Context: an optimization exercise on an open-source flow, tuned for small area. The choices shown serve that exercise and are no tape-out recipe. The RTL was checked by simulation tests, not by an equivalence proof against the original design. No driver is modelled on the clock port, so clocking that relies on it looks cheaper here than on a real chip. No activity file was given, so power comes from the tool's default toggle rates.

## design/flow/config.mk

```make
export PLATFORM = sky130hd
export DESIGN_NAME = buck_v1_0
export DESIGN_NICKNAME = buck_v1_0
export VERILOG_FILES = /design/flow/design.v
export SDC_FILE = /design/flow/constraint.sdc
export NUM_CORES = 4
export LEC_CHECK = 0
export ABC_AREA = 1
export CAP_MARGIN = 20
export CORE_MARGIN = 2
export CORE_UTILIZATION = 40
export SLEW_MARGIN = 20
```

## design/flow/constraint.sdc

```tcl
create_clock -name core_clock -period 28.0 [get_ports {aclk}]
set_input_delay 5.6000 -clock core_clock [delete_from_list [all_inputs] [get_ports {aclk}]]
set_output_delay 5.6000 -clock core_clock [all_outputs]
set_load 0.01 [all_outputs]
```

## design/flow/design.v

```verilog
module buck_v1_0 #(
  parameter model_data_width = 25,
  parameter model_decimal_width = 16
)(
  input aclk,
  input resetn,
  input clock_enable,
  input pwm,
  input signed [model_data_width-1:0] input_voltage,
  input signed [model_data_width-1:0] period_inductor,
  input signed [model_data_width-1:0] period_capacitor,
  input signed [model_data_width-1:0] inverse_resistor,
  output reg signed [model_data_width-1:0] inductor_current,
  output reg signed [model_data_width-1:0] capacitor_current,
  output reg signed [model_data_width-1:0] output_current,
  output reg signed [model_data_width-1:0] output_voltage
);
  reg  [2:0] ph;    
  reg  [5:0] it;    
  reg        p;     
  reg        c1;    
  reg        c2;    
  wire idle = ph[2] & (ph[1] | ph[0]);
  wire run  = ~idle;
  wire ph0 = (ph == 3'd0);
  wire ph1 = (ph == 3'd1);
  wire ph2 = (ph == 3'd2);
  wire ph3 = (ph == 3'd3);
  wire ph4 = (ph == 3'd4);
  wire it_last = it[5] & it[3];               
  wire it_hi   = it[5] | it[4];               
  wire it_lo   = ~it[5] & ~(it[4] & it[3]);   
  always @(posedge aclk)
    if (!resetn)
      ph <= 3'd7;
    else if (clock_enable) begin
      ph <= 3'd0;
      it <= 6'd0;
      p <= pwm;
    end else if (run) begin
      if (it_last) begin
        ph <= ph + 3'd1;
        it <= ph3 ? 6'd16 : 6'd0;
      end else
        it <= it + 6'd1;
    end
  wire [4:0] vidx = it_lo ? it[4:0] : 5'd24;
  wire a2 = p & input_voltage[vidx];
  wire b2 = ~output_voltage[0];
  wire dv = a2 ^ b2 ^ c2;
  always @(posedge aclk)
    if (!ph1)
      c2 <= 1'b1;
    else if (it_lo)
      c2 <= (a2 & b2) | (a2 & c2) | (b2 & c2);
  wire x  = ph1 ? dv : ph2 ? output_current[0] : output_voltage[0];
  wire gx = x & (ph0 | ph3);
  wire lx = x & ph1;
  wire cx = x & ph2;
  wire [24:0] ppn = ~((inverse_resistor & {25{gx}}) |
                      (period_inductor  & {25{lx}}) |
                      (period_capacitor & {25{cx}}));
  wire [24:0] q = capacitor_current;
  wire [24:0] fo;
  wire [25:0] cn;
  assign cn[0] = 1'b1;
  genvar k;
  generate
    for (k = 0; k < 25; k = k + 1) begin : g_add
      assign fo[k] = q[k] ^ ppn[k] ^ cn[k];
      assign cn[k+1] = (q[k] & ppn[k]) | (q[k] & cn[k]) | (ppn[k] & cn[k]);
    end
  endgenerate
  wire fo25 = q[24] ^ ppn[24] ^ cn[25];
  wire ob = ~fo[0];    
  wire sub = ph0 | ph4;
  wire a1 = ph2 ? output_voltage[0] : inductor_current[0];
  wire b1 = (ph4 ? output_current[0] : ob) ^ sub;
  wire sum1 = a1 ^ b1 ^ c1;
  always @(posedge aclk)
    c1 <= (it_hi & ~it_last) ? ((a1 & b1) | (a1 & c1) | (b1 & c1)) : (ph0 | ph3);
  wire acc_clr = clock_enable | (run & it_last & ~ph[2] & ~(ph[1] & ph[0]));
  wire ic_set  = resetn & acc_clr;
  wire ic_hold = resetn & ~clock_enable & idle;
  wire ic_load = resetn & ~acc_clr & run;
  wire [24:0] ic_next = {(ph4 ? sum1 : fo25), fo[24:1]};
  always @(posedge aclk)
    capacitor_current <= {25{ic_set}} | ({25{ic_hold}} & capacitor_current) |
                         ({25{ic_load}} & ic_next);
  wire il_en = run & it_hi & (ph0 | ph1 | ph4);
  wire il_in = ph1 ? sum1 : inductor_current[0];
  always @(posedge aclk)
    inductor_current <= ({25{resetn & ~il_en}} & inductor_current) |
                        ({25{resetn & il_en}} & {il_in, inductor_current[24:1]});
  wire vo_en = run & (ph2 ? it_hi : (~ph[2] & (it_lo | it_last)));
  wire vo_in = ph2 ? sum1 : output_voltage[0];
  always @(posedge aclk)
    output_voltage <= ({25{resetn & ~vo_en}} & output_voltage) |
                      ({25{resetn & vo_en}} & {vo_in, output_voltage[24:1]});
  wire io_en = run & (ph2 | (it_hi & ~ph1));
  wire io_in = ph0 ? sum1 : ph2 ? output_current[24] : ph3 ? ob : output_current[0];
  always @(posedge aclk)
    output_current <= ({25{resetn & ~io_en}} & output_current) |
                      ({25{resetn & io_en}} & {io_in, output_current[24:1]});
endmodule
```

## design/flow/flow/run.sh

```bash
#!/bin/bash
# Standard ORFS layout; the only change is that ports are buffered with the
# smallest buffer cell instead of the one buffer_ports picks by default.
set -euo pipefail
export BUFFER_PORTS_ARGS="-buffer_cell sky130_fd_sc_hd__buf_1"
bash standard.sh finish > standard_finish.log 2>&1
```

## design/flow/standard.sh

```bash
#!/bin/bash
# synth_recipe.tcl (not shown) runs the flow's synth.tcl, then flattens the netlist and writes it again
# the make line also repeats each setting of config.mk as NAME=value (left out here)
make -C /OpenROAD-flow-scripts/flow DESIGN_CONFIG=/design/flow/config.mk WORK_HOME=/design/flow/orfs CLKGATE_MAP_FILE= SYNTH_SCRIPT=/design/flow/synth_recipe.tcl "${@:-finish}"
```

==> results.toml, run 1 <==
[clock_tree]
post_cts_resized = 0
h-tree-depth = 3
postCtsSetupRepairBufs = 0
cts_buffer_depth = 2
cts_hold_buf = 0
cts_tree = "built"
cts.sinks = 112
clock_latency_ns = 0.35
cts_root_buf = "clkbuf_16"
numCtsBuffers = 9
clkTransAtPathRegs_ns = 0.07

[logic_synthesis]
async_flop_share_pct = 0
synth_edf_count = 7
yosysMostFrequentCell = "inv_1"
ys.flop_type = "dfxtp_1"
synth_fp_nets = 792
synth_common_cells = "inv_1 (178), dfxtp_1 (105), o22ai_1 (75)"
ys_seq_area_share_pct = 41.20
synth_cell_types = 38
ys_ff_latch = 112
yosysTopAreaCellShare_pct = 37.46
synth_top_area_cell = "dfxtp_1"
synth_area_sq_um = 5612
synth_area_per_cell_sq_um = 8.567
synth_cells = 655
synth-warning-count = 1
ys_top_cells_by_area = "dfxtp_1 (37%), inv_1 (12%), fa_1 (9.3%)"

[sta]
maxSlewViolCount = 0
fmax_mhz = 56.58
fin_skew_ns = 0.009325
fin_ws_ns = 10.33
setup_violations = 0
fin_crit_sh_pct = 63.12
finalHoldViolCount = 0
rsz0062_at_grt = "no"
worst_slew_pin_slew_ns = 0.9730
final.setup.tns_ns = 0
period_needed_ns = 17.67
relSlewSlack_pct = 35.12

[drt]
antenna_left = 0
wirelength_microns = 13790
viasPerCell = 4.850
drtIter0Drc = 204
post-route-drc-count = 0
first_pass_iters = 5
wire_per_inst_microns = 13.48
vias = 4962

[critical_path]
rr_startpoint = "it[3]"
cp.arrival_ns = 17.87
crit_fanout = 25
critical_path.max_stage_delay_ns = 0.53
endpoint_kind = "flip-flop"
crit_top_cell = "fa_1"
crit_start = "input_voltage[19]"
critPathLaunchType = "input port"
worstPathRequired_ns = 28.19
path_class = "in -> reg"
cp_slowest_cell = "or2_2"

[final_layout]
final_layout_size_suffix_gt1_share_pct = 6.050
final_core_util_pct = 48.98
area_delta_synth_final_pct = 20.22
fin_nets = 975
fillers = 1416
seqCellArea_sq_um = 2312
antenna_cells = 0
multi_input_area_sq_um = 2457

[power_and_ir_drop]
p_leak_nw = 2.711
vdd_drop_max_uv = 40.49
p_per_area_nw_per_um2 = 53.78

[run]
maxCapViolCount = 0

[min_path]
hp-class = "reg -> reg"
min_from = "c2"

[global_route]
grt_use_total_pct = 18.79
antenna_found_initial = 0
grt_pass1_vias = 4841
grt-ovfl-total = 0
grt_pass1_wl_microns = 22600
grt_max_degree = 26

[placed_design]
pre_cts_slack_ns = 9.841
io_buffers = 203
place.gp.congestion = 0.8597
hpwl_microns = 10360

[die]
rows = 43
die_y_microns = 122.4
die_area_sq_um = 14990
initial_core_util_pct = 40.74
die_x_microns = 122.4
coreArea_sq_um = 13770
ios = 204

[outcome]
status = "complete, no violations"
metal layers:
metal / routed length, microns / global-route usage, % / part of all wire (%) / up-vias
li1: - / - / - / 2531
met1: 6099 / 23.88 / 44 / 2232
met5: 0 / 0 / 0 / -
met4: 161 / 5.603 / 1.2 / 0
met3: 1319 / 5.483 / 9.6 / 16
met2: 6211 / 30.97 / 45 / 183
layout by cell type, fill, tap and decap left out, types with 3 or more instances in the layout:
cell type,instances
ha_1,7
nand2_2,9
nand2_1,69
inv_1,178
o221ai_1,35
o221ai_2,10
o21ai_0,11
fa_1,26
clkbuf_16,10
edfxtp_1,7
buf_1,203
o22ai_1,75
a21oi_1,11
nand3_1,31
o211ai_1,3
dfxtp_1,105
nand4_1,7
nor2_1,18
state kept, by name, indices dropped and copies added (netlist names):
signal and cells:
capacitor_current 25, inductor_current 25, output_current 25, output_voltage 25, it 6, ph 3, c1 1, c2 1
p 1
worst paths after layout:
path / depth (start not counted) / slack, ns / end
worst min-delay path: 2 / 0.47 / c2
worst max-delay path: 43 / 10.33 / capacitor_current[23]
worst min register to register: 2 / 0.47 / c2
worst max register to register: 41 / 14.47 / capacitor_current[23]
through the flow:
stage | area (sq um) | hold slack (ns) | instances | power, mW
after floorplan | 5612 | 0.4422 | 655 | 0.2180
after global placement | 6435 | 0.4517 | 1007 | 0.2365
after detailed placement | 6435 | 0.4689 | 1007 | 0.2362
after CTS | 6746 | 0.4869 | 1023 | 0.3681
after global routing | 6746 | 0.5055 | 1023 | 0.3844
final | 6746 | 0.4749 | 1023 | 0.3628
critical path: cells and delay by family:
kind | cells | cell delay (ns)
adders and majority gates | 26 | 10.55
AOI/OAI and AO/OA | 2 | 0.24
and+or+nand+nor | 10 | 1.14
buffers and inverters | 5 | 0.34
layout make-up:
cell class              instances  area share [%]
well taps                     180           3.338
multi-input cells             332           36.42
repair buffers                203           11.29
clock buffers                  11           3.913
clock inverters                 5          0.7047
inverters                     180           10.05
flip-flops and latches        112           34.27
report_power, final:
| part | leakage (nW) | internal (mW) | total [mW] | switching [mW] |
|---|---|---|---|---|
| logic | 1.63 | 0.0214 | 0.0603 | 0.0389 |
| registers | 0.924 | 0.167 | 0.172 | 0.00463 |
| clock network | 0.154 | 0.0697 | 0.131 | 0.0609 |
| total | 2.71 | 0.258 | 0.363 | 0.104 |
cell families after synthesis:
group | synth area share (%)
AO/OA/AOI/OAI | 20.02
XOR/XNOR | 0.1561
adder cells (fa/ha/maj) | 10.84
buffers and inverters | 15.01
flip-flops | 41.20
AND/OR/NAND/NOR | 12.78
==> run 2, diff against run 1 <==
--- a/design/flow/design.v
+++ b/design/flow/design.v
@@ -62,29 +62,35 @@
                       (period_capacitor & {25{cx}}));
   wire [24:0] q = capacitor_current;
-  wire [24:0] fo;
-  wire [25:0] cn;
-  assign cn[0] = 1'b1;
+  wire [24:0] s;
+  wire [25:0] cy;
+  assign cy[0] = 1'b1;
   genvar k;
   generate
     for (k = 0; k < 25; k = k + 1) begin : g_add
-      assign fo[k] = q[k] ^ ppn[k] ^ cn[k];
-      assign cn[k+1] = (q[k] & ppn[k]) | (q[k] & cn[k]) | (ppn[k] & cn[k]);
+      assign s[k] = q[k] ^ ppn[k] ^ cy[k];
+      assign cy[k+1] = (q[k] & ppn[k]) | (q[k] & cy[k]) | (ppn[k] & cy[k]);
     end
   endgenerate
-  wire fo25 = q[24] ^ ppn[24] ^ cn[25];
-  wire ob = ~fo[0];    
-  wire sub = ph0 | ph4;
-  wire a1 = ph2 ? output_voltage[0] : inductor_current[0];
+  wire s25 = q[24] ^ ppn[24] ^ cy[25];
+  wire ob = s[0];    
+  wire sub = ~ph0;
+  wire a1 = ph2 ? output_voltage[0] : ph3 ? 1'b0 : inductor_current[0];
   wire b1 = (ph4 ? output_current[0] : ob) ^ sub;
   wire sum1 = a1 ^ b1 ^ c1;
   always @(posedge aclk)
-    c1 <= (it_hi & ~it_last) ? ((a1 & b1) | (a1 & c1) | (b1 & c1)) : (ph0 | ph3);
+    if (clock_enable)
+      c1 <= 1'b0;
+    else if (it_last)
+      c1 <= 1'b1;
+    else if (it_hi)
+      c1 <= (a1 & b1) | (a1 & c1) | (b1 & c1);
+    else
+      c1 <= ((c1 ^ sub) | ob) ^ sub;
   wire acc_clr = clock_enable | (run & it_last & ~ph[2] & ~(ph[1] & ph[0]));
-  wire ic_set  = resetn & acc_clr;
   wire ic_hold = resetn & ~clock_enable & idle;
   wire ic_load = resetn & ~acc_clr & run;
-  wire [24:0] ic_next = {(ph4 ? sum1 : fo25), fo[24:1]};
+  wire [24:0] ic_next = {(ph4 ? sum1 : s25), s[24:1]};
   always @(posedge aclk)
-    capacitor_current <= {25{ic_set}} | ({25{ic_hold}} & capacitor_current) |
+    capacitor_current <= ({25{ic_hold}} & capacitor_current) |
                          ({25{ic_load}} & ic_next);
   wire il_en = run & it_hi & (ph0 | ph1 | ph4);
@@ -99,5 +105,5 @@
                       ({25{resetn & vo_en}} & {vo_in, output_voltage[24:1]});
   wire io_en = run & (ph2 | (it_hi & ~ph1));
-  wire io_in = ph0 ? sum1 : ph2 ? output_current[24] : ph3 ? ob : output_current[0];
+  wire io_in = (ph0 | ph3) ? sum1 : ph2 ? output_current[24] : output_current[0];
   always @(posedge aclk)
     output_current <= ({25{resetn & ~io_en}} & output_current) |
==> design/flow/flow/run.sh (replaced) <==
#!/bin/bash
# Layout flow: the standard ORFS flow with three changes that only affect
# how cells are chosen, not the design or its constraints:
#  1. synthesis maps the combinational logic with an area-oriented ABC script
#     (flow/abc_area.script); flip-flops are mapped by the standard steps;
#  2. ports are buffered with the smallest buffer (buf_1);
#  3. CTS uses small clock buffers and no dummy loads.
set -euo pipefail
W=$PWD
rm -rf "$W/scripts_area"
cp -r "$FLOW_HOME/scripts" "$W/scripts_area"
cp "$W/flow/abc_area.script" "$W/scripts_area/abc_area.script"
bash standard.sh SCRIPTS_DIR="$W/scripts_area" synth > "$W/log_synth.txt" 2>&1
export BUFFER_PORTS_ARGS="-buffer_cell sky130_fd_sc_hd__buf_1"
export CTS_ARGS="-sink_clustering_enable -repair_clock_nets -dont_use_dummy_load -buf_list {sky130_fd_sc_hd__clkbuf_4 sky130_fd_sc_hd__clkbuf_8}"
bash standard.sh finish > "$W/log_finish.txt" 2>&1
==> design/flow/flow/abc_area.script (new file) <==
strash
&get -n
&dch -f
&nf -a -R 1000
&put
topo
--- a/design/flow/config.mk
+++ b/design/flow/config.mk
@@ -9,4 +9,4 @@
 export CAP_MARGIN = 20
 export CORE_MARGIN = 2
-export CORE_UTILIZATION = 40
+export CORE_UTILIZATION = 65
 export SLEW_MARGIN = 20
==> run 2 against run 1 <==
Compared with the run above:
- flip-flop and latch count is the same
- core utilization grew 33 points
- clock power shrank 42%
- synthesized cell count shrank 30%
- critical path depth grew 3
- cell count shrank 24%
- worst hold slack gained 0.0099 ns
- via count shrank 8.1%
==> results.toml, run 2 <==
[critical_path]
ff2ff_path_depth = 46
cp.arrival_ns = 18.16
crit_fanout = 26
crit_top_cell = "fa_1"
critPathLaunchType = "input port"
endpoint_kind = "flip-flop"
cp_slowest_cell = "fa_1"
path_class = "in -> reg"
worstPathRequired_ns = 28.23
critical_path.max_stage_delay_ns = 0.51

[logic_synthesis]
ys_top_cells_by_area = "dfxtp_1 (43%), a22o_1 (14%), fa_1 (11%)"
synth_edf_count = 7
yosysTopAreaCellShare_pct = 43.02
synth_top_family_by_area = "compound AO/OA/AOI/OAI gates"
synth_area_per_cell_sq_um = 10.62
synth_compound_area_share_pct = 26.20
synth_top_area_cell = "dfxtp_1"
synth_common_cells = "dfxtp_1 (105), a22o_1 (76), clkinv_1 (57)"
ys.flop_type = "dfxtp_1"
synth_cells = 460
ys_ff_latch = 112
synth-warning-count = 1
synth_adder_area_share_pct = 12.45
async_flop_share_pct = 0
synth_fp_nets = 597
yosysMostFrequentCell = "dfxtp_1"
synth_cell_types = 34
synth.mux.area_fraction_pct = 1.588
synth_area_sq_um = 4886
yosys.area_share.xor_xnor_pct = 0.3585
synthSimpleGateAreaFrac_pct = 7.708
ys_seq_area_share_pct = 47.32

[sta]
setup_violations = 0
period_needed_ns = 17.93
worst_slew_pin_slew_ns = 0.8785
fin_crit_sh_pct = 64.04
final.setup.tns_ns = 0
maxSlewViolCount = 0
fmax_mhz = 55.76
fin_skew_ns = 0.05068
relSlewSlack_pct = 41.43
rsz0062_at_grt = "no"
finalHoldViolCount = 0

[global_route]
grt-ovfl-total = 0
grt_max_degree = 27
antenna_found_initial = 0
grt_pass1_wl_microns = 20490
grt_use_total_pct = 30.61
grt_pass1_vias = 4276

[drt]
vias = 4558
drtIter0Drc = 299
post-route-drc-count = 0
wirelength_microns = 12690
viasPerCell = 5.851
first_pass_iters = 8
wire_per_inst_microns = 16.29
antenna_left = 0

[min_path]
hold_depth = 2
hp-class = "reg -> reg"

[placed_design]
place_area_sq_um = 5844
io_buffers = 203
hpwl_microns = 9217
place.gp.congestion = 0.8550

[final_layout]
fin_nets = 819
final_common_cell = "buf_1"
antenna_cells = 0
layout_common_cells = "buf_1 (203), dfxtp_1 (105), a22o_1 (76), clkinv_1 (57), nand2_1 (46)"
final_area_sq_um = 5968
area_delta_synth_final_pct = 22.15
final_layout_size_suffix_gt1_share_pct = 3.235

[clock_tree]
cts_root_buf = "clkbuf_8"
cts.sinks = 112
cts_hold_buf = 0
clkTransAtPathRegs_ns = 0.08
postCtsSetupRepairBufs = 0
cts_buffer_depth = 2
cts_tree = "built"
post_cts_resized = 0
h-tree-depth = 3
numCtsBuffers = 9
clock_latency_ns = 0.38

[die]
rows = 31
die_y_microns = 90.70
initial_core_util_pct = 67.36
ios = 204
die_area_sq_um = 8226
die_x_microns = 90.70
coreArea_sq_um = 7253

[power_and_ir_drop]
vdd_drop_max_uv = 37.13
p_leak_nw = 2.144
p_per_area_nw_per_um2 = 49.63

[run]
maxCapViolCount = 0

[outcome]
status = "complete, no violations"
==> run 2: cell types whose count changed after synthesis, sizes merged, moves of 7 or more <==
cell	previous run	this run
o21ai	13	31
nand4	7	0
nand2	81	46
a22o	0	76
o22ai	75	0
inv	180	0
clkbuf	8	0
nand3	32	2
clkinv	0	57
buf	23	0
a222oi	0	24
o221ai	45	1
==> run 2: final timing paths <==
path / start / endpoint / slack (ns)
worst min register to register: capacitor_current[20] / capacitor_current[20] / 0.48
worst max-delay path: input_voltage[23] / capacitor_current[23] / 10.07
worst min-delay path: capacitor_current[20] / capacitor_current[20] / 0.48
worst max register to register: it[3] / capacitor_current[23] / 13.95
==> run 2: layout make-up <==
cell class | instances | area, sq um
sequential | 112 | 2312
clock buffer | 9 | 123.9
timing repair buffer | 211 | 822.0
fill | 487 | 1285
tap | 99 | 123.9
multi-input combinational | 291 | 2372
inverter | 57 | 214.0
==> run 2: logic make-up (layout without fill, tap and decap cells) <==
group	Yosys count	in the layout
AOI/OAI and AO/OA	164	164
DFF	112	112
and+or+nand+nor	88	88
buffers and inverters	57	277
adders and majority gates	33	33
muxes	4	4
xor gates and xnor gates	2	2
==> run 2: metrics by stage <==
stage	util [%]	total power, mW	instances	setup slack, ns	hold slack, ns
6_report	82.28	0.2962	779	10.07	0.4848
4_1_cts	82.28	0.2961	779	10.03	0.4835
5_1_grt	82.28	0.3102	779	9.478	0.4925
2_1_floorplan	-	0.2043	460	10.15	0.4671
3_5_place_dp	80.58	0.2222	770	9.662	0.4736
3_3_place_gp	80.58	0.2198	770	9.893	0.4456
==> run 2: critical path: cells and delay by family <==
kind | cells | cell delay [ns]
adder cells (fa/ha/maj) | 26 | 10.41
AO/OA/AOI/OAI | 8 | 0.93
buffers and inverters | 7 | 0.77
AND/OR/NAND/NOR | 5 | 0.45
==> run 2: metal layers <==
metal | part of all wire, % | global-route usage (%)
met5 | 0 | 0
met1 | 40 | 38.10
met3 | 7.7 | 6.511
met4 | 1.7 | 8.462
met2 | 51 | 53.86
==> run 2: where the power goes <==
part / leakage (nW) / total [mW] / internal (mW) / switching [mW]
clock network: 0.0647 / 0.0766 / 0.0291 / 0.0476
registers: 0.916 / 0.168 / 0.164 / 0.00369
logic: 1.16 / 0.0515 / 0.0211 / 0.0304
total: 2.14 / 0.296 / 0.215 / 0.0816
==> run 3, diff against run 2 <==
--- a/design/flow/config.mk
+++ b/design/flow/config.mk
@@ -9,4 +9,4 @@
 export CAP_MARGIN = 20
 export CORE_MARGIN = 2
-export CORE_UTILIZATION = 65
+export CORE_UTILIZATION = 40
 export SLEW_MARGIN = 20
==> run 3 against run 2 <==
Compared with the run above:
- register-to-register slack gained 0.02 ns
- largest power group unchanged
- critical path type unchanged
- worst hold slack lost 0.013 ns
- combinational power is essentially flat
- maximum frequency is essentially flat
- clock skew grew 0.0038 ns
- routed wire length shrank 0.35%
- worst setup slack lost 0.015 ns
- non-clock buffer count is the same
==> results.toml, run 3 <==
[drt]
wirelength_microns = 12650
drtIter0Drc = 266
viasPerCell = 5.278
wire_per_inst_microns = 15.29
vias = 4365
post-route-drc-count = 0
antenna_left = 0
first_pass_iters = 8

[placed_design]
hpwl_microns = 9355
post-place-cells = 817
place.gp.congestion = 0.8051
io_buffers = 203

[critical_path]
crit_top_cell = "fa_1"
cp.arrival_ns = 18.18
path_class = "in -> reg"
endpoint_kind = "flip-flop"
critical_path.max_stage_delay_ns = 0.53
crit_fanout = 26
cp_slowest_cell = "fa_1"
critPathLaunchType = "input port"
worstPathRequired_ns = 28.24

[power_and_ir_drop]
power_frac_clock_pct = 25.8
swShare_pct = 27.44
pwr-share-comb_pct = 17.4
p_leak_nw = 2.145
p_int_mw = 0.2146
vdd_drop_max_uv = 19.20
sequentialPowerShare_pct = 56.9
p_sw_mw = 0.08116
p_per_area_nw_per_um2 = 48.95
power.total_mw = 0.2958

[logic_synthesis]
ys_seq_area_share_pct = 47.32
synth_fp_nets = 597
synth_cells = 460
synth_top_area_cell = "dfxtp_1"
synth_cell_types = 34
synth-warning-count = 1
async_flop_share_pct = 0
synth_area_sq_um = 4886
synth_area_per_cell_sq_um = 10.62
yosysMostFrequentCell = "dfxtp_1"
ys_top_cells_by_area = "dfxtp_1 (43%), a22o_1 (14%), fa_1 (11%)"
ys.flop_type = "dfxtp_1"
synth_common_cells = "dfxtp_1 (105), a22o_1 (76), clkinv_1 (57)"
ys_ff_latch = 112
synth_edf_count = 7
yosysTopAreaCellShare_pct = 43.02

[sta]
finalHoldViolCount = 0
setup_violations = 0
relSlewSlack_pct = 25.86
final.setup.tns_ns = 0
fin_skew_ns = 0.05445
fmax_mhz = 55.72
fin_worst_hold_slack_ns = 0.4720
maxSlewViolCount = 0
worst_slew_pin_slew_ns = 1.111
rsz0062_at_grt = "no"
period_needed_ns = 17.95
fin_crit_sh_pct = 64.10

[final_layout]
final_cell_count_no_fill = 827
layout_common_cells = "buf_1 (203), dfxtp_1 (105), a22o_1 (76), clkinv_1 (57), nand2_1 (46)"
area_delta_synth_final_pct = 23.69
final_common_cell = "buf_1"
antenna_cells = 0
final_layout_size_suffix_gt1_share_pct = 3.676
fin_nets = 819

[run]
maxCapViolCount = 0

[die]
initial_core_util_pct = 40.85
coreArea_sq_um = 11960
ios = 204
rows = 40
die_y_microns = 114.5
die_area_sq_um = 13110
die_x_microns = 114.5

[global_route]
grt-ovfl-total = 0
grt_max_degree = 27
grt_pass1_vias = 4140
grt_use_total_pct = 18.91
grt_pass1_wl_microns = 19750
antenna_found_initial = 0

[clock_tree]
cts_hold_buf = 0
cts.sinks = 112
postCtsSetupRepairBufs = 0
clkTransAtPathRegs_ns = 0.07
h-tree-depth = 3
cts_buffer_depth = 2
cts_tree = "built"
post_cts_resized = 0
clock_latency_ns = 0.39
cts_root_buf = "clkbuf_8"
numCtsBuffers = 9

[outcome]
status = "complete, no violations"

[min_path]
hp-class = "reg -> reg"
run 3: changes by cell type in the layout (fill, tap and decap cells not counted), moves of 2 or more:
cell,previous run,this run
and2_0,2,4
and2_1,2,0
nor2_2,0,2
nor2_1,22,20
run 3: final cells by class:
| type | count | area (sq um) |
|---|---|---|
| Timing Repair Buffer | 211 | 829.5 |
| Fill cell | 1216 | 5918 |
| Clock buffer | 9 | 123.9 |
| Inverter | 57 | 214.0 |
| Multi-Input combinational cell | 291 | 2380 |
| Tap cell | 147 | 183.9 |
| Sequential cell | 112 | 2312 |
run 3: cells by family after synthesis:
kind of cell / count (synthesis) / synth area share (%)
adders and majority gates: 33 / 12.45
DFF: 112 / 47.32
buffers and inverters: 57 / 4.379
and+or+nand+nor: 88 / 7.708
muxes: 4 / 1.588
xor gates and xnor gates: 2 / 0.3586
AOI/OAI and AO/OA: 164 / 26.20
run 3: metal layers:
layer,share of wire [%],up-vias,track usage (%),routed length [microns]
li1,-,2151,-,-
met1,44,2044,24.08,5622
met2,46,150,31.24,5872
met3,7.6,20,4.923,966
met4,1.5,0,6.423,184
met5,0,-,0,0
run 3: worst paths after layout:
path | slack (ns) | end | cells past startpoint | startpoint
worst max-delay path | 10.05 | capacitor_current[23] | 45 | input_voltage[7]
worst min-delay path | 0.47 | output_voltage[24] | 2 | output_voltage[24]
worst max register to register | 13.97 | capacitor_current[23] | 45 | it[3]
worst min register to register | 0.47 | output_voltage[24] | 2 | output_voltage[24]
run 3: worst max-delay path, delay by kind of cell:
| family | cells | cell delay (ns) |
|---|---|---|
| adders and majority gates | 26 | 10.40 |
| and+or+nand+nor | 5 | 0.62 |
| AOI/OAI and AO/OA | 8 | 1.03 |
| buffers and inverters | 6 | 0.53 |
run 3: power groups by stage:
stage,Sequential (mW),Combinational [mW],Clock [mW]
2_1_floorplan,0.172,0.0325,0
3_3_place_gp,0.172,0.0505,0
3_5_place_dp,0.172,0.0514,0
4_1_cts,0.168,0.0524,0.0796
5_1_grt,0.169,0.0593,0.0856
6_report,0.168,0.0513,0.0763
run 3: stage by stage:
stage               setup WS (ns)  cell area, sq um  util (%)
CTS                         9.980              6028     50.40
global route                9.292              6043     50.52
finish                      10.05              6043     50.52
global placement            9.849              5904     49.36
floorplan                   10.15              4886         -
detailed placement          9.630              5904     49.36
==> run 4, diff against run 3 <==
--- a/design/flow/flow/run.sh
+++ b/design/flow/flow/run.sh
@@ -13,4 +13,4 @@
 bash standard.sh SCRIPTS_DIR="$W/scripts_area" synth > "$W/log_synth.txt" 2>&1
 export BUFFER_PORTS_ARGS="-buffer_cell sky130_fd_sc_hd__buf_1"
-export CTS_ARGS="-sink_clustering_enable -repair_clock_nets -dont_use_dummy_load -buf_list {sky130_fd_sc_hd__clkbuf_4 sky130_fd_sc_hd__clkbuf_8}"
+export CTS_ARGS="-sink_clustering_enable -repair_clock_nets -dont_use_dummy_load -buf_list {sky130_fd_sc_hd__clkbuf_16}"
 bash standard.sh finish > "$W/log_finish.txt" 2>&1
--- a/design/flow/config.mk
+++ b/design/flow/config.mk
@@ -9,4 +9,4 @@
 export CAP_MARGIN = 20
 export CORE_MARGIN = 2
-export CORE_UTILIZATION = 40
+export CORE_UTILIZATION = 65
 export SLEW_MARGIN = 20
==> run 4 against run 3 <==
Compared with the run above:
- total power rose by 11%
- register-to-register slack got worse by 0.12 ns
- critical path type unchanged
- largest power group unchanged
- flip-flop and latch count did not move
- synthesized area did not move
==> results.toml, run 4 <==
[clock_tree]
cts_buffer_depth = 2
clkTransAtPathRegs_ns = 0.06
post_cts_resized = 0
numCtsBuffers = 9
cts_root_buf = "clkbuf_16"
postCtsSetupRepairBufs = 0
cts_hold_buf = 0
clock_latency_ns = 0.35
cts.sinks = 112
h-tree-depth = 3
cts_tree = "built"

[power_and_ir_drop]
vdd_drop_max_uv = 40.62
pwr-share-comb_pct = 15.8
p_sw_mw = 0.08496
power_frac_clock_pct = 32.8
p_per_area_nw_per_um2 = 53.95
swShare_pct = 25.94
sequentialPowerShare_pct = 51.4
p_int_mw = 0.2425
p_leak_nw = 2.190

[final_layout]
final_common_cell = "buf_1"
layout_common_cells = "buf_1 (203), dfxtp_1 (105), a22o_1 (76), clkinv_1 (57), nand2_1 (46)"
final_layout_size_suffix_gt1_share_pct = 3.235
area_delta_synth_final_pct = 24.23
antenna_cells = 0
fin_nets = 819

[drt]
wirelength_microns = 12900
viasPerCell = 5.922
post-route-drc-count = 0
vias = 4613
drtIter0Drc = 320
wire_per_inst_microns = 16.56
antenna_left = 0
first_pass_iters = 10

[critical_path]
cp_slowest_cell = "fa_1"
crit_start = "input_voltage[23]"
cp_num_buf_inv = 7
cp.arrival_ns = 18.22
path_delay_family = "adder cells"
critical_path.max_stage_delay_ns = 0.51
path_class = "in -> reg"
crit_top_cell = "fa_1"
endpoint_kind = "flip-flop"
critPathLaunchType = "input port"
rr_startpoint = "it[3]"
worstPathRequired_ns = 28.21
crit_fanout = 26

[logic_synthesis]
yosysMostFrequentCell = "dfxtp_1"
async_flop_share_pct = 0
synth_area_sq_um = 4886
synth_top_area_cell = "dfxtp_1"
synth_cells = 460
ys.flop_type = "dfxtp_1"
ys_seq_area_share_pct = 47.32
synth_area_per_cell_sq_um = 10.62
synth_common_cells = "dfxtp_1 (105), a22o_1 (76), clkinv_1 (57)"
synth_fp_nets = 597
synth-warning-count = 1
synth_cell_types = 34
ys_top_cells_by_area = "dfxtp_1 (43%), a22o_1 (14%), fa_1 (11%)"
yosysTopAreaCellShare_pct = 43.02
synth_edf_count = 7
ys_ff_latch = 112

[global_route]
grt_pass1_wl_microns = 20930
grt_max_degree = 27
grt_pass1_vias = 4379
grt_use_total_pct = 31.20
met2_usage_pct = 55.41
gr-max-usage-layer = "met2"
grtUsageMet1_pct = 38.55
grt-ovfl-total = 0
met3_usage_pct = 6.260
antenna_found_initial = 0

[sta]
setup_violations = 0
maxSlewViolCount = 0
fin_skew_ns = 0.03118
final.setup.tns_ns = 0
period_needed_ns = 18.01
worst_slew_pin_slew_ns = 0.8949
fmax_mhz = 55.53
rsz0062_at_grt = "no"
finalHoldViolCount = 0
fin_crit_sh_pct = 64.32
relSlewSlack_pct = 40.34
fin_ws_ns = 9.991

[run]
maxCapViolCount = 0

[die]
initial_core_util_pct = 67.36
die_area_sq_um = 8226
die_y_microns = 90.70
rows = 31
coreArea_sq_um = 7253
ios = 204
die_x_microns = 90.70

[placed_design]
hpwl_microns = 9217
pre_cts_slack_ns = 9.662
io_buffers = 203
place.gp.congestion = 0.8550

[min_path]
hp-class = "reg -> reg"
min_from = "output_voltage[24]"

[outcome]
status = "complete, no violations"
-- run 4: final cells by class --
| class | instances | area (sq um) |
|---|---|---|
| fill | 464 | 1184 |
| multi-input combinational | 291 | 2372 |
| timing repair buffer | 211 | 822.0 |
| clock buffer | 9 | 225.2 |
| sequential | 112 | 2312 |
| inverter | 57 | 214.0 |
| tap | 99 | 123.9 |
-- run 4: final timing paths --
check                                              to  slack (ns)  depth (start not counted)
worst max register to register  capacitor_current[23]       13.85                         46
worst min-delay path               output_voltage[24]        0.48                          2
worst max-delay path            capacitor_current[23]        9.99                         46
worst min register to register     output_voltage[24]        0.48                          2
-- run 4: layer usage --
metal  part of all wire, %  vias up  wire length (microns)
met1                    39     2213                   5088
li1                      -     2150                      -
met3                   7.5       26                    970
met5                     0        -                      0
met2                    51      224                   6636
met4                   1.6        0                    208
-- run 4: stage by stage --
step	power [mW]	hold slack, ns	instance area (sq um)	util (%)	instances
after floorplan	0.2043	0.4671	4886	-	460
after global placement	0.2198	0.4456	5844	80.58	770
after detailed placement	0.2222	0.4736	5844	80.58	770
after CTS	0.3281	0.4806	6070	83.68	779
after global routing	0.3420	0.4892	6070	83.68	779
final	0.3275	0.4819	6070	83.68	779
-- run 4: cells by family after synthesis --
logic type                 count (synthesis)  share of synthesized area [%]
xor gates and xnor gates                   2                         0.3586
and+or+nand+nor                           88                          7.708
muxes                                      4                          1.588
AOI/OAI and AO/OA                        164                          26.20
DFF                                      112                          47.32
buffers and inverters                     57                          4.379
adders and majority gates                 33                          12.45
-- run 4: power groups by stage --
stage | Combinational [mW] | Clock [mW] | Sequential [mW]
final | 0.0517 | 0.108 | 0.168
after global routing | 0.0594 | 0.114 | 0.169
after CTS | 0.0520 | 0.108 | 0.168
after detailed placement | 0.0505 | 0 | 0.172
after global placement | 0.0484 | 0 | 0.171
after floorplan | 0.0325 | 0 | 0.172
-- run 4: worst min-delay path: cells and delay by family, from the launching register on --
family | cells | cell delay [ns]
flops | 1 | 0.32
simple gates | 2 | 0.12
==> run 5, diff against run 4 <==
==> design/flow/flow/run.sh (replaced) <==
#!/bin/bash
# Layout flow: the standard ORFS flow (standard.sh) with changes that only
# affect which cells implement the logic, not the design or its constraints:
#  1. synthesis maps the combinational logic with an area-oriented ABC script
#     (flow/abc_area.script); flip-flops come from the standard steps;
#  2. after synthesis, chains of full adders fed through inverters are
#     flipped to the other polarity (flow/fixfa.py) and the combinational
#     logic around them is re-mapped with ABC (flow/remap.ys); registers,
#     their names and cell types are untouched;
#  3. ports are buffered with the smallest buffer (buf_1);
#  4. CTS uses clkbuf_8 without dummy loads; clock buffers whose sinks see a
#     slow edge are then upsized (flow/post_cts.tcl).
# Each tool's output goes to a log_*.txt file in the work folder.
set -euo pipefail
W=$PWD
R=$W/orfs/results/sky130hd/buck_v1_0/base
YOSYS=$FLOW_HOME/../tools/install/yosys/bin/yosys
rm -rf "$W/scripts_area"
cp -r "$FLOW_HOME/scripts" "$W/scripts_area"
cp "$W/flow/abc_area.script" "$W/scripts_area/abc_area.script"
bash standard.sh SCRIPTS_DIR="$W/scripts_area" "$R/1_2_yosys.v" > "$W/log_synth.txt" 2>&1
cp "$R/1_2_yosys.v" "$W/synth_standard_abc.v"
python3 "$W/flow/fixfa.py" "$R/1_2_yosys.v" "$W/remap_in.v" > "$W/log_fixfa.txt" 2>&1
cp "$W/flow/abc_area.script" "$W/abc_area.script"
"$YOSYS" -s "$W/flow/remap.ys" > "$W/log_remap.txt" 2>&1
cp "$W/remap_out.v" "$R/1_2_yosys.v"
bash standard.sh synth > "$W/log_synth_odb.txt" 2>&1
export BUFFER_PORTS_ARGS="-buffer_cell sky130_fd_sc_hd__buf_1"
export CTS_ARGS="-sink_clustering_enable -repair_clock_nets -dont_use_dummy_load -buf_list {sky130_fd_sc_hd__clkbuf_8}"
export POST_CTS_TCL="$W/flow/post_cts.tcl"
bash standard.sh finish > "$W/log_finish.txt" 2>&1
==> design/flow/flow/fixfa.py (new file) <==
#!/usr/bin/env python3
"""Flip the polarity of chains of sky130 full adders in a Yosys netlist.

A full adder is self-dual: fa(~a, ~b, ~c) = (~sum, ~cout). Synthesis often
feeds a chain of full adders through inverters on most inputs. For each
connected chain (full adders linked cout -> input) this tool feeds every
input in the other polarity (taking the inverter's input where an inverter
drives it, else adding one) and inverts the outputs that leave the chain.
It does so only when that removes more inverters than it adds. Logic
function is unchanged; a later ABC run absorbs the added inverters.
"""
import re, sys, collections

src = open(sys.argv[1]).read()
inst_re = re.compile(r'^(\s*)(sky130_fd_sc_hd__\w+)\s+(\S+)\s*\((.*?)\);\s*$', re.S | re.M)
pin_re = re.compile(r'\.(\w+)\(([^()]*?)\s*\)')
OUTS = {'X', 'Y', 'Q', 'Q_N', 'SUM', 'COUT', 'HI', 'LO'}

insts = []
for m in inst_re.finditer(src):
    pins = [(p, n.strip()) for p, n in pin_re.findall(m.group(4))]
    insts.append({'type': m.group(2), 'name': m.group(3), 'pins': pins, 'span': m.span()})

drv = {}
loads = collections.defaultdict(list)
for i, c in enumerate(insts):
    for p, n in c['pins']:
        if p in OUTS:
            drv[n] = (i, p)
        else:
            loads[n].append((i, p))

def is_inv(i):
    t = insts[i]['type']
    return re.search(r'__(clk)?inv_\d+$', t) is not None

def is_fa(i):
    return re.search(r'__fa_\d+$', insts[i]['type']) is not None

# connected components of fa cells through cout -> fa input
fa_ids = [i for i in range(len(insts)) if is_fa(i)]
parent = {i: i for i in fa_ids}
def find(x):
    while parent[x] != x:
        parent[x] = parent[parent[x]]
        x = parent[x]
    return x
for i in fa_ids:
    cout = dict(insts[i]['pins']).get('COUT')
    for (j, p) in loads.get(cout, []):
        if j in parent:
            parent[find(j)] = find(i)
comps = collections.defaultdict(list)
for i in fa_ids:
    comps[find(i)].append(i)

# existing inverter outputs for each net (to reuse)
inv_of = {}
for i in range(len(insts)):
    if is_inv(i):
        d = dict(insts[i]['pins'])
        inv_of.setdefault(d['A'], d['Y'])

new_cells = []
counter = [0]
def newnet():
    counter[0] += 1
    return '\\fafix_n%d ' % counter[0]
def newinv(a):
    y = newnet()
    counter[0] += 1
    new_cells.append('  sky130_fd_sc_hd__clkinv_1 \\fafix_i%d  (\n    .A(%s),\n    .Y(%s)\n  );\n' % (counter[0], a, y))
    return y

edits = {}  # inst index -> dict pin -> new net
total_gain = 0
for root, comp in comps.items():
    cs = set(comp)
    outnets = set()
    for i in comp:
        d = dict(insts[i]['pins'])
        outnets.add(d['SUM']); outnets.add(d['COUT'])
    # estimate gain
    removed = set(); added = 0
    for i in comp:
        for p, n in insts[i]['pins']:
            if p in ('A', 'B', 'CIN'):
                if n in drv and drv[n][0] in cs:
                    continue
                if n in drv and is_inv(drv[n][0]):
                    removed.add(drv[n][0])
                elif n not in inv_of:
                    added += 1
    # inverters we bypass are only removable if all their loads are comp inputs
    real_removed = 0
    for k in removed:
        y = dict(insts[k]['pins'])['Y']
        if all(j in cs and p in ('A', 'B', 'CIN') for j, p in loads[y]):
            real_removed += 1
    for n in outnets:
        if any(not (j in cs and p in ('A', 'B', 'CIN')) for j, p in loads.get(n, [])) or n not in loads:
            added += 1
    gain = real_removed - added
    sys.stderr.write('chain of %d fa: removes %d inverters, adds %d\n' % (len(comp), real_removed, added))
    if gain <= 0:
        continue
    total_gain += gain
    # apply
    flipped = {}  # original out net -> new net carrying its complement
    for i in comp:
        d = dict(insts[i]['pins'])
        for p in ('SUM', 'COUT'):
            flipped[d[p]] = newnet()
    for i in comp:
        e = {}
        for p, n in insts[i]['pins']:
            if p in ('A', 'B', 'CIN'):
                if n in flipped:
                    e[p] = flipped[n]
                elif n in drv and is_inv(drv[n][0]):
                    e[p] = dict(insts[drv[n][0]]['pins'])['A']
                elif n in inv_of:
                    e[p] = inv_of[n]
                else:
                    e[p] = newinv(n)
                    inv_of[n] = e[p]
            elif p in ('SUM', 'COUT'):
                e[p] = flipped[n]
        edits[i] = e
    for n, nn in flipped.items():
        others = [(j, p) for j, p in loads.get(n, []) if not (j in cs and p in ('A', 'B', 'CIN'))]
        if others or n not in loads:
            # restore the original net from the complement
            counter[0] += 1
            new_cells.append('  sky130_fd_sc_hd__clkinv_1 \\fafix_i%d  (\n    .A(%s),\n    .Y(%s)\n  );\n' % (counter[0], nn, n))

out = []
last = 0
for i, c in enumerate(insts):
    if i not in edits:
        continue
    s, e = c['span']
    out.append(src[last:s])
    body = '  %s %s (\n' % (c['type'], c['name']) + ',\n'.join('    .%s(%s)' % (p, edits[i].get(p, n)) for p, n in c['pins']) + '\n  );'
    out.append(body)
    last = e
out.append(src[last:])
res = ''.join(out)
# declare new nets and add new cells before endmodule
decl = ''.join('  wire \\fafix_n%d ;\n' % k for k in range(1, counter[0] + 1))
idx = res.rindex('endmodule')
res = res[:idx] + decl + ''.join(new_cells) + res[idx:]
open(sys.argv[2], 'w').write(res)
sys.stderr.write('total inverter gain %d\n' % total_gain)
==> design/flow/flow/post_cts.tcl (new file) <==
# After CTS: a clock buffer whose sinks see a slow clock edge is upsized to
# clkbuf_16 (the tree is built with clkbuf_8), then placement is legalized.
set_propagated_clock [all_clocks]
proc my_clk_fix {} {
  estimate_parasitics -placement
  set changed 0
  foreach inst [[ord::get_db_block] getInsts] {
    if {![string match "clkbuf_*" [$inst getName]]} { continue }
    if {[[$inst getMaster] getName] eq "sky130_fd_sc_hd__clkbuf_16"} { continue }
    set onet [[$inst findITerm X] getNet]
    set w 0
    foreach it [$onet getITerms] {
      if {[$it isOutputSignal]} { continue }
      set p [get_pins "[[$it getInst] getName]/[[$it getMTerm] getName]"]
      foreach a {slew_max_rise slew_max_fall} {
        set w [expr {max($w, [sta::time_ui_sta [get_property $p $a]] * 1e12)}]
      }
    }
    puts "clock buffer [$inst getName] [[$inst getMaster] getName]: sink slew $w ps"
    if {$w > 90} {
      replace_cell [get_cells [$inst getName]] sky130_fd_sc_hd__clkbuf_16
      incr changed
    }
  }
  return $changed
}
for {set i 0} {$i < 3} {incr i} {
  if {[my_clk_fix] == 0} { break }
}
detailed_placement
check_placement -verbose
estimate_parasitics -placement
==> design/flow/flow/remap.ys (new file) <==
# Re-map the combinational logic of the synthesized netlist with ABC.
# Flip-flops, full/half adders and tie cells stay as they are (black boxes);
# every other cell is replaced by its function and mapped again.
read_liberty -ignore_miss_func /OpenROAD-flow-scripts/flow/platforms/sky130hd/lib/sky130_fd_sc_hd__tt_025C_1v80.lib
blackbox sky130_fd_sc_hd__dfxtp_* sky130_fd_sc_hd__edfxtp_* sky130_fd_sc_hd__fa_* sky130_fd_sc_hd__ha_* sky130_fd_sc_hd__conb_1
read_verilog remap_in.v
hierarchy -top buck_v1_0
flatten
rename -hide w:*.*
opt_clean -purge
abc -script abc_area.script -liberty /OpenROAD-flow-scripts/flow/platforms/sky130hd/lib/sky130_fd_sc_hd__tt_025C_1v80.lib -dont_use sky130_fd_sc_hd__lpflow_bleeder_1 -dont_use sky130_fd_sc_hd__lpflow_clkbufkapwr_1 -dont_use sky130_fd_sc_hd__lpflow_clkbufkapwr_16 -dont_use sky130_fd_sc_hd__lpflow_clkbufkapwr_2 -dont_use sky130_fd_sc_hd__lpflow_clkbufkapwr_4 -dont_use sky130_fd_sc_hd__lpflow_clkbufkapwr_8 -dont_use sky130_fd_sc_hd__lpflow_clkinvkapwr_1 -dont_use sky130_fd_sc_hd__lpflow_clkinvkapwr_16 -dont_use sky130_fd_sc_hd__lpflow_clkinvkapwr_2 -dont_use sky130_fd_sc_hd__lpflow_clkinvkapwr_4 -dont_use sky130_fd_sc_hd__lpflow_clkinvkapwr_8 -dont_use sky130_fd_sc_hd__lpflow_decapkapwr_12 -dont_use sky130_fd_sc_hd__lpflow_decapkapwr_3 -dont_use sky130_fd_sc_hd__lpflow_decapkapwr_4 -dont_use sky130_fd_sc_hd__lpflow_decapkapwr_6 -dont_use sky130_fd_sc_hd__lpflow_decapkapwr_8 -dont_use sky130_fd_sc_hd__lpflow_inputiso0n_1 -dont_use sky130_fd_sc_hd__lpflow_inputiso0p_1 -dont_use sky130_fd_sc_hd__lpflow_inputiso1n_1 -dont_use sky130_fd_sc_hd__lpflow_inputiso1p_1 -dont_use sky130_fd_sc_hd__lpflow_inputisolatch_1 -dont_use sky130_fd_sc_hd__lpflow_isobufsrc_1 -dont_use sky130_fd_sc_hd__lpflow_isobufsrc_16 -dont_use sky130_fd_sc_hd__lpflow_isobufsrc_2 -dont_use sky130_fd_sc_hd__lpflow_isobufsrc_4 -dont_use sky130_fd_sc_hd__lpflow_isobufsrc_8 -dont_use sky130_fd_sc_hd__lpflow_isobufsrckapwr_16 -dont_use sky130_fd_sc_hd__lpflow_lsbuf_lh_hl_isowell_tap_1 -dont_use sky130_fd_sc_hd__lpflow_lsbuf_lh_hl_isowell_tap_2 -dont_use sky130_fd_sc_hd__lpflow_lsbuf_lh_hl_isowell_tap_4 -dont_use sky130_fd_sc_hd__lpflow_lsbuf_lh_isowell_4 -dont_use sky130_fd_sc_hd__lpflow_lsbuf_lh_isowell_tap_1 -dont_use sky130_fd_sc_hd__lpflow_lsbuf_lh_isowell_tap_2 -dont_use sky130_fd_sc_hd__lpflow_lsbuf_lh_isowell_tap_4 -dont_use sky130_fd_sc_hd__probe_p_8 -dont_use sky130_fd_sc_hd__probec_p_8 -D 28000
opt_clean -purge
hilomap -singleton -hicell sky130_fd_sc_hd__conb_1 HI -locell sky130_fd_sc_hd__conb_1 LO
insbuf -buf sky130_fd_sc_hd__buf_4 A X
opt_clean -purge
check
stat -liberty /OpenROAD-flow-scripts/flow/platforms/sky130hd/lib/sky130_fd_sc_hd__tt_025C_1v80.lib
write_verilog -noattr -nohex -nodec remap_out.v
==> run 5 against run 4 <==
Compared with the run above:
- critical endpoint unchanged
- core utilization down 2.3 points
- non-clock buffer count down 3
- synthesized area down 3.3%
- largest power group unchanged
- sequential power about the same
- count of clock-buffer cells in the layout unchanged
- global-route usage down 2.1 points
- cell area down 4.3%
- critical path depth down 2
- critical path type unchanged
- first-iteration DRC count down 9.4%
- largest cell class unchanged
- flip-flop and latch count unchanged
- total power down 6.7%
- routed wire length down 8.0%
==> results.toml, run 5 <==
[outcome]
status = "complete, no violations"

[final_layout]
final_area_sq_um = 5809
final_cell_count_no_fill = 718
fillers = 496
layout_common_cells = "buf_1 (203), dfxtp_1 (105), a22o_1 (95), fa_1 (26), a222oi_1 (25)"
fin_nets = 758
final_layout_size_suffix_gt1_share_pct = 2.423
area_delta_synth_final_pct = 22.96
antenna_cells = 0
final_common_cell = "buf_1"

[power_and_ir_drop]
p_per_area_nw_per_um2 = 52.61
p_leak_nw = 2.058
vdd_drop_max_uv = 37.15

[placed_design]
place_area_sq_um = 5652
io_buffers = 203
post-place-cells = 709
hpwl_microns = 8806
place.gp.congestion = 0.8856

[drt]
post-route-drc-count = 0
vias = 4336
drtIter0Drc = 290
antenna_left = 0
viasPerCell = 6.039
first_pass_iters = 6
wire_per_inst_microns = 16.53
wirelength_microns = 11870

[logic_synthesis]
synth_area_sq_um = 4725
synth_area_per_cell_sq_um = 11.75
synth-warning-count = 1
synth_cells = 402
synth_fp_nets = 539

[clock_tree]
cts_tree = "built"
cts.sinks = 112
clock_latency_ns = 0.33
clkTransAtPathRegs_ns = 0.09

[sta]
relSlewSlack_pct = 33.06
worst_slew_pin_slew_ns = 0.9983
fin_skew_ns = 0.02696
fin_crit_sh_pct = 66.24
finalHoldViolCount = 0
period_needed_ns = 18.55
final.setup.tns_ns = 0
fmax_mhz = 53.92
maxSlewViolCount = 0
setup_violations = 0
rsz0062_at_grt = "no"

[die]
coreArea_sq_um = 7137
rows = 31
die_y_microns = 89.26
die_x_microns = 89.26
ios = 204
initial_core_util_pct = 66.20
die_area_sq_um = 7966

[critical_path]
endpoint_kind = "flip-flop"
critical_path.max_stage_delay_ns = 0.45
critPathLaunchType = "input port"
cp.arrival_ns = 18.80
path_class = "in -> reg"
cp_slowest_cell = "fa_1"
crit_top_cell = "fa_1"
worstPathRequired_ns = 28.25
crit_fanout = 26

[global_route]
grt-ovfl-total = 0
grt_pass1_vias = 3928
grt_use_total_pct = 29.11
antenna_found_initial = 0
grt_max_degree = 27
grt_pass1_wl_microns = 17880

[run]
maxCapViolCount = 0

[min_path]
hp-class = "reg -> reg"
-- run 5: cell count changes in the layout (fill, tap and decap cells not counted), moves of 9 or more --
| cell | delta |
|---|---|
| nand3_1 | +9 |
| o21ai_0 | -9 |
| nand2_1 | -28 |
| clkinv_1 | -45 |
| a22o_1 | +19 |
-- run 5: layout make-up --
class | count | area, sq um | area share [%]
Timing Repair Buffer | 208 | 799.5 | 13.76
Multi-Input combinational cell | 278 | 2371 | 40.81
Sequential cell | 112 | 2312 | 39.80
Tap cell | 99 | 123.9 | 2.132
Clock buffer | 9 | 157.7 | 2.714
Inverter | 12 | 45.04 | 0.7754
-- run 5: path summary, 6_finish.rpt --
check,from,to,slack (ns),cells past startpoint
min reg2reg,output_voltage[24],output_voltage[24],0.49,2
max,input_voltage[11],capacitor_current[23],9.45,44
min,output_voltage[24],output_voltage[24],0.49,2
max reg2reg,it[3],capacitor_current[23],13.45,43
-- run 5: critical path: cells and delay by family --
kind | cells | cell delay [ns]
adders and majority gates | 26 | 10.88
AOI/OAI and AO/OA | 7 | 0.98
buffers and inverters | 6 | 0.83
and+or+nand+nor | 5 | 0.50
-- run 5: power by group --
part	switching [mW]	internal (mW)	total (mW)
combinational	0.0305	0.0212	0.0517
sequential	0.00452	0.164	0.169
clock	0.0466	0.0385	0.0851
-- run 5: layer usage --
layer  GRT usage, %  wire length (microns)
met4          15.60                    371
met2          47.14                   5745
met1          37.08                   4855
met5              0                      0
met3          5.540                    900
-- run 5: through the flow --
step           utilization, %  hold WS [ns]  worst slack (ns)  total power, mW
3_5_place_dp            79.19        0.4759             9.082           0.2239
2_1_floorplan               -        0.4670             8.714           0.2053
5_1_grt                 81.40        0.5119             8.872           0.3217
3_3_place_gp            79.19        0.4741             9.418           0.2213
6_report                81.40        0.4908             9.454           0.3056
==> run 6, diff against run 5 <==
--- a/design/flow/design.v
+++ b/design/flow/design.v
@@ -36,15 +36,16 @@
     else if (clock_enable) begin
       ph <= 3'd0;
+      p <= pwm;
+    end else if (run & it_last)
+      ph <= ph + 3'd1;
+  always @(posedge aclk)
+    if (clock_enable)
       it <= 6'd0;
-      p <= pwm;
-    end else if (run) begin
-      if (it_last) begin
-        ph <= ph + 3'd1;
-        it <= ph3 ? 6'd16 : 6'd0;
-      end else
-        it <= it + 6'd1;
-    end
-  wire [4:0] vidx = it_lo ? it[4:0] : 5'd24;
-  wire a2 = p & input_voltage[vidx];
+    else if (it_last)
+      it <= ph3 ? 6'd16 : 6'd0;
+    else
+      it <= it + 6'd1;
+  wire [31:0] vin_ext = {{7{input_voltage[24]}}, input_voltage};
+  wire a2 = p & (it[5] ? input_voltage[24] : vin_ext[it[4:0]]);
   wire b2 = ~output_voltage[0];
   wire dv = a2 ^ b2 ^ c2;
--- a/design/flow/flow/run.sh
+++ b/design/flow/flow/run.sh
@@ -9,6 +9,6 @@
 #     their names and cell types are untouched;
 #  3. ports are buffered with the smallest buffer (buf_1);
-#  4. CTS uses clkbuf_8 without dummy loads; clock buffers whose sinks see a
-#     slow edge are then upsized (flow/post_cts.tcl).
+#  4. CTS uses clkbuf_8 without dummy loads; each clock buffer is then sized
+#     to the smallest clkbuf that keeps the clock edge fast (flow/post_cts.tcl).
 # Each tool's output goes to a log_*.txt file in the work folder.
 set -euo pipefail
==> design/flow/flow/post_cts.tcl (replaced) <==
# After CTS: size each clock buffer to the smallest clkbuf that keeps the
# clock edge at its sinks fast (placement-based estimate), then legalize.
set_propagated_clock [all_clocks]
set my_clk_sizes {sky130_fd_sc_hd__clkbuf_2 sky130_fd_sc_hd__clkbuf_4 sky130_fd_sc_hd__clkbuf_8 sky130_fd_sc_hd__clkbuf_16}
set my_clk_limit_ps 95
proc my_clk_bufs {} {
  set r {}
  foreach inst [[ord::get_db_block] getInsts] {
    if {[string match "clkbuf_*" [$inst getName]]} { lappend r $inst }
  }
  return $r
}
proc my_sink_slew {inst} {
  set w 0
  foreach it [[[$inst findITerm X] getNet] getITerms] {
    if {[$it isOutputSignal]} { continue }
    set p [get_pins "[[$it getInst] getName]/[[$it getMTerm] getName]"]
    foreach a {slew_max_rise slew_max_fall slew_min_rise slew_min_fall} {
      set w [expr {max($w, [sta::time_ui_sta [get_property $p $a]] * 1e12)}]
    }
  }
  return $w
}
foreach inst [my_clk_bufs] {
  replace_cell [get_cells [$inst getName]] [lindex $my_clk_sizes 0]
}
for {set i 0} {$i < 12} {incr i} {
  estimate_parasitics -placement
  set changed 0
  foreach inst [my_clk_bufs] {
    set m [[$inst getMaster] getName]
    set k [lsearch $my_clk_sizes $m]
    set w [my_sink_slew $inst]
    puts "clock buffer [$inst getName] $m: sink slew $w ps"
    if {$w > $my_clk_limit_ps && $k >= 0 && $k < [llength $my_clk_sizes] - 1} {
      replace_cell [get_cells [$inst getName]] [lindex $my_clk_sizes [expr {$k + 1}]]
      incr changed
    }
  }
  if {$changed == 0} { break }
}
detailed_placement
check_placement -verbose
estimate_parasitics -placement
--- a/design/flow/flow/remap.ys
+++ b/design/flow/flow/remap.ys
@@ -3,5 +3,5 @@
 # every other cell is replaced by its function and mapped again.
 read_liberty -ignore_miss_func /OpenROAD-flow-scripts/flow/platforms/sky130hd/lib/sky130_fd_sc_hd__tt_025C_1v80.lib
-blackbox sky130_fd_sc_hd__dfxtp_* sky130_fd_sc_hd__edfxtp_* sky130_fd_sc_hd__fa_* sky130_fd_sc_hd__ha_* sky130_fd_sc_hd__conb_1
+blackbox sky130_fd_sc_hd__dfxtp_* sky130_fd_sc_hd__edfxtp_* sky130_fd_sc_hd__fa_* sky130_fd_sc_hd__conb_1
 read_verilog remap_in.v
 hierarchy -top buck_v1_0
==> run 6 against run 5 <==
Compared with the run above:
- combinational power shrank 25%
- critical endpoint unchanged
- cell area is 1.9% lower
- total power shrank 5.1%
- still clean on timing, DRC and antenna
- sequential share of layout area fell by 0.27 points
- largest cell class unchanged
==> results.toml, run 6 <==
[outcome]
status = "complete, no violations"

[clock_tree]
cts.sinks = 112
clock_latency_ns = 0.33
cts_tree = "built"
clkTransAtPathRegs_ns = 0.10

[sta]
fin_skew_ns = 0.02264
final.setup.tns_ns = 0
worst_slew_pin_slew_ns = 0.8936
finalHoldViolCount = 0
fin_crit_sh_pct = 67.02
relSlewSlack_pct = 40.43
fmax_mhz = 53.29
rsz0062_at_grt = "no"
setup_violations = 0
maxSlewViolCount = 0
fin_ws_ns = 9.236
period_needed_ns = 18.76

[global_route]
grt_use_total_pct = 30.84
grt_pass1_wl_microns = 18510
antenna_found_initial = 0
grt_max_degree = 28
grt-ovfl-total = 0
grt_pass1_vias = 3975

[final_layout]
fin_nets = 740
final_common_cell = "buf_1"
fillers = 425
layout_common_cells = "buf_1 (203), dfxtp_1 (111), a22o_1 (99), fa_1 (26)"
area_delta_synth_final_pct = 24.43
final_layout_size_suffix_gt1_share_pct = 3.289
antenna_cells = 0

[critical_path]
worstPathRequired_ns = 28.26
rr_startpoint = "it[0]"
cp.arrival_ns = 19.03
cp_slowest_cell = "fa_1"
crit_top_cell = "fa_1"
path_class = "in -> reg"
critical_path.max_stage_delay_ns = 0.48
endpoint_kind = "flip-flop"
regToRegSetupSlack_ns = 13.99
ff2ff_path_depth = 41
cp_num_buf_inv = 4
critPathLaunchType = "input port"
r2r_end = "capacitor_current[23]"
crit_fanout = 27
path_delay_family = "adder cells"

[power_and_ir_drop]
vdd_drop_max_uv = 44.56
p_per_area_nw_per_um2 = 50.89
p_leak_nw = 2.018

[die]
rows = 30
die_x_microns = 87.93
coreArea_sq_um = 6794
die_y_microns = 87.93
die_area_sq_um = 7731
initial_core_util_pct = 67.38
ios = 204

[logic_synthesis]
synth_cells = 388
synth-warning-count = 1
synth_fp_nets = 518
synth_area_per_cell_sq_um = 11.80
synth_area_sq_um = 4578

[placed_design]
place.gp.congestion = 0.9008
hpwl_microns = 8839
pre_cts_slack_ns = 8.989
io_buffers = 203

[min_path]
hold_end = "it[0]"
hp-class = "reg -> reg"
hold_depth = 1
min_from = "it[0]"

[drt]
wirelength_microns = 12310
vias = 4316
viasPerCell = 6.131
drtIter0Drc = 311
first_pass_iters = 6
wire_per_inst_microns = 17.49
post-route-drc-count = 0
antenna_left = 0

[run]
maxCapViolCount = 0
## run 6: final cells by class
class | count | area [sq um] | area share [%]
multi-input combinational | 272 | 2325 | 40.81
sequential | 112 | 2252 | 39.53
timing repair buffer | 211 | 822.0 | 14.43
clock buffer | 9 | 162.7 | 2.855
tap | 96 | 120.1 | 2.108
inverter | 4 | 15.01 | 0.2636
## run 6: power by group
part	internal, mW	leakage (nW)	switching (mW)
combinational	0.0169	1.03	0.0217
sequential	0.162	0.905	0.00327
clock	0.0401	0.0827	0.0464
total	0.219	2.02	0.0714
## run 6: metrics by stage
stage,power [mW],util [%],hold slack (ns),cell area (sq um),std cells
2_1_floorplan,0.1911,-,0.4376,4578,388
3_3_place_gp,0.2036,81.45,0.4559,5534,695
3_5_place_dp,0.2059,81.45,0.4667,5534,695
5_1_grt,0.3020,83.85,0.5193,5697,704
6_report,0.2899,83.85,0.4811,5697,704
## run 6: per-layer routing
metal,GRT usage [%],part of all wire (%),vias up
li1,-,-,1996
met5,0,0,-
met2,54.27,51,220
met1,37.57,39,2067
met3,5.372,7.3,33
met4,12.45,2.5,0
## run 6: worst max path at each step
stage	depth (start not counted)	start	endpoint	slack (ns)
global placement	42	input_voltage[12]	capacitor_current[23]	9.35
finish	42	input_voltage[12]	capacitor_current[23]	9.24
detailed placement	42	input_voltage[12]	capacitor_current[23]	8.99
global route	42	input_voltage[12]	capacitor_current[23]	8.74
floorplan	39	input_voltage[12]	capacitor_current[23]	8.57
==> run 7, diff against run 6 <==
--- a/design/flow/config.mk
+++ b/design/flow/config.mk
@@ -9,4 +9,5 @@
 export CAP_MARGIN = 20
 export CORE_MARGIN = 2
-export CORE_UTILIZATION = 65
+export CORE_UTILIZATION = 75
+export PLACE_DENSITY = 0.85
 export SLEW_MARGIN = 20
==> run 7 against run 6 <==
Compared with the run above:
- synthesized cell count stayed put
- the run now fails in global routing (5_1_grt)
- synthesized area is the same
==> results.toml, run 7 <==
[die]
rows = 28
initial_core_util_pct = 77.32
ios = 204
die_y_microns = 82.13
die_x_microns = 82.13

[logic_synthesis]
synth-warning-count = 1
synth_cells = 388
synth_fp_nets = 518
synth_area_per_cell_sq_um = 11.80
synth_area_sq_um = 4578

[global_route]
grt-ovfl-total = 4
grt_use_total_pct = 68.83
grt_max_degree = 28
grt_pass1_wl_microns = 33590
grt_pass1_vias = 5948

[outcome]
firstError = "[ERROR GRT-0116] Global routing finished with congestion. Check the congestion regions in the DRC Viewer."
stop_stage = "global routing (5_1_grt)"
status = "stopped before the end"

[placed_design]
io_buffers = 203
hpwl_microns = 10290
place.gp.congestion = 0.8611
run 7: worst max-delay path by stage:
stage	startpoint	to	slack, ns	cells past startpoint
detailed placement	input_voltage[12]	capacitor_current[23]	8.98	42
global placement	input_voltage[12]	capacitor_current[23]	9.43	42
floorplan	input_voltage[12]	capacitor_current[23]	8.57	39
run 7: per-layer routing:
| layer | overflow | track usage [%] |
|---|---|---|
| met2 | 0 | 87.89 |
| met4 | 4 | 66.67 |
| met5 | 0 | 11.67 |
| met3 | 0 | 51.96 |
| met1 | 0 | 69.00 |
run 7: through the flow:
step           setup WS [ns]  hold WS, ns  instances  area, sq um
2_1_floorplan          8.573       0.4376        388         4578
3_3_place_gp           9.426       0.4521        674         5508
3_5_place_dp           8.982       0.4777        674         5508
run 7: power by group through the flow:
stage	Combinational, mW	Clock, mW	Sequential (mW)
floorplan	0.0226	0	0.168
global placement	0.0348	0	0.168
detailed placement	0.0395	0	0.169

[static timing again, ports no longer ideal]
Ports are ideal in the flow. The routed layouts listed here were re-timed in OpenROAD. Step 1 (the two cells are an assumption about what drives the block):
set clk [get_ports {aclk}]
set_driving_cell -lib_cell sky130_fd_sc_hd__clkbuf_16 $clk
set_driving_cell -lib_cell sky130_fd_sc_hd__buf_2 [delete_from_list [all_inputs] $clk]
Step 2 adds t to the input delays and takes it off the output delays; t is the mean of the earliest and latest rising clock arrival at the registers after step 1. Input paths then give back, and output paths get back, about the clock's delay inside the block. a / b / c = ideal ports / drivers / drivers and shift; a / b = the first two.
run	shift t [ns]	slack for setup (ns)	worst register clock-pin slew, ns	worst data-port slew with drivers (ns)
run 1	0.378	10.326 / 10.338 / 9.961	0.08 / 0.08	0.05
run 2	0.385	10.068 / 10.069 / 9.684	0.12 / 0.12	0.07
run 3	0.394	10.052 / 10.062 / 9.667	0.13 / 0.13	0.05
run 4	0.371	9.991 / 10.000 / 9.629	0.08 / 0.08	0.06
run 5	0.356	9.454 / 9.475 / 9.119	0.09 / 0.09	0.05
run 6	0.359	9.236 / 9.249 / 8.890	0.10 / 0.10	0.05
After both steps every run listed still meets setup and hold. For run 3, which loses most, drivers alone change the setup slack by +0.010 ns; drivers and shift together by -0.385 ns.
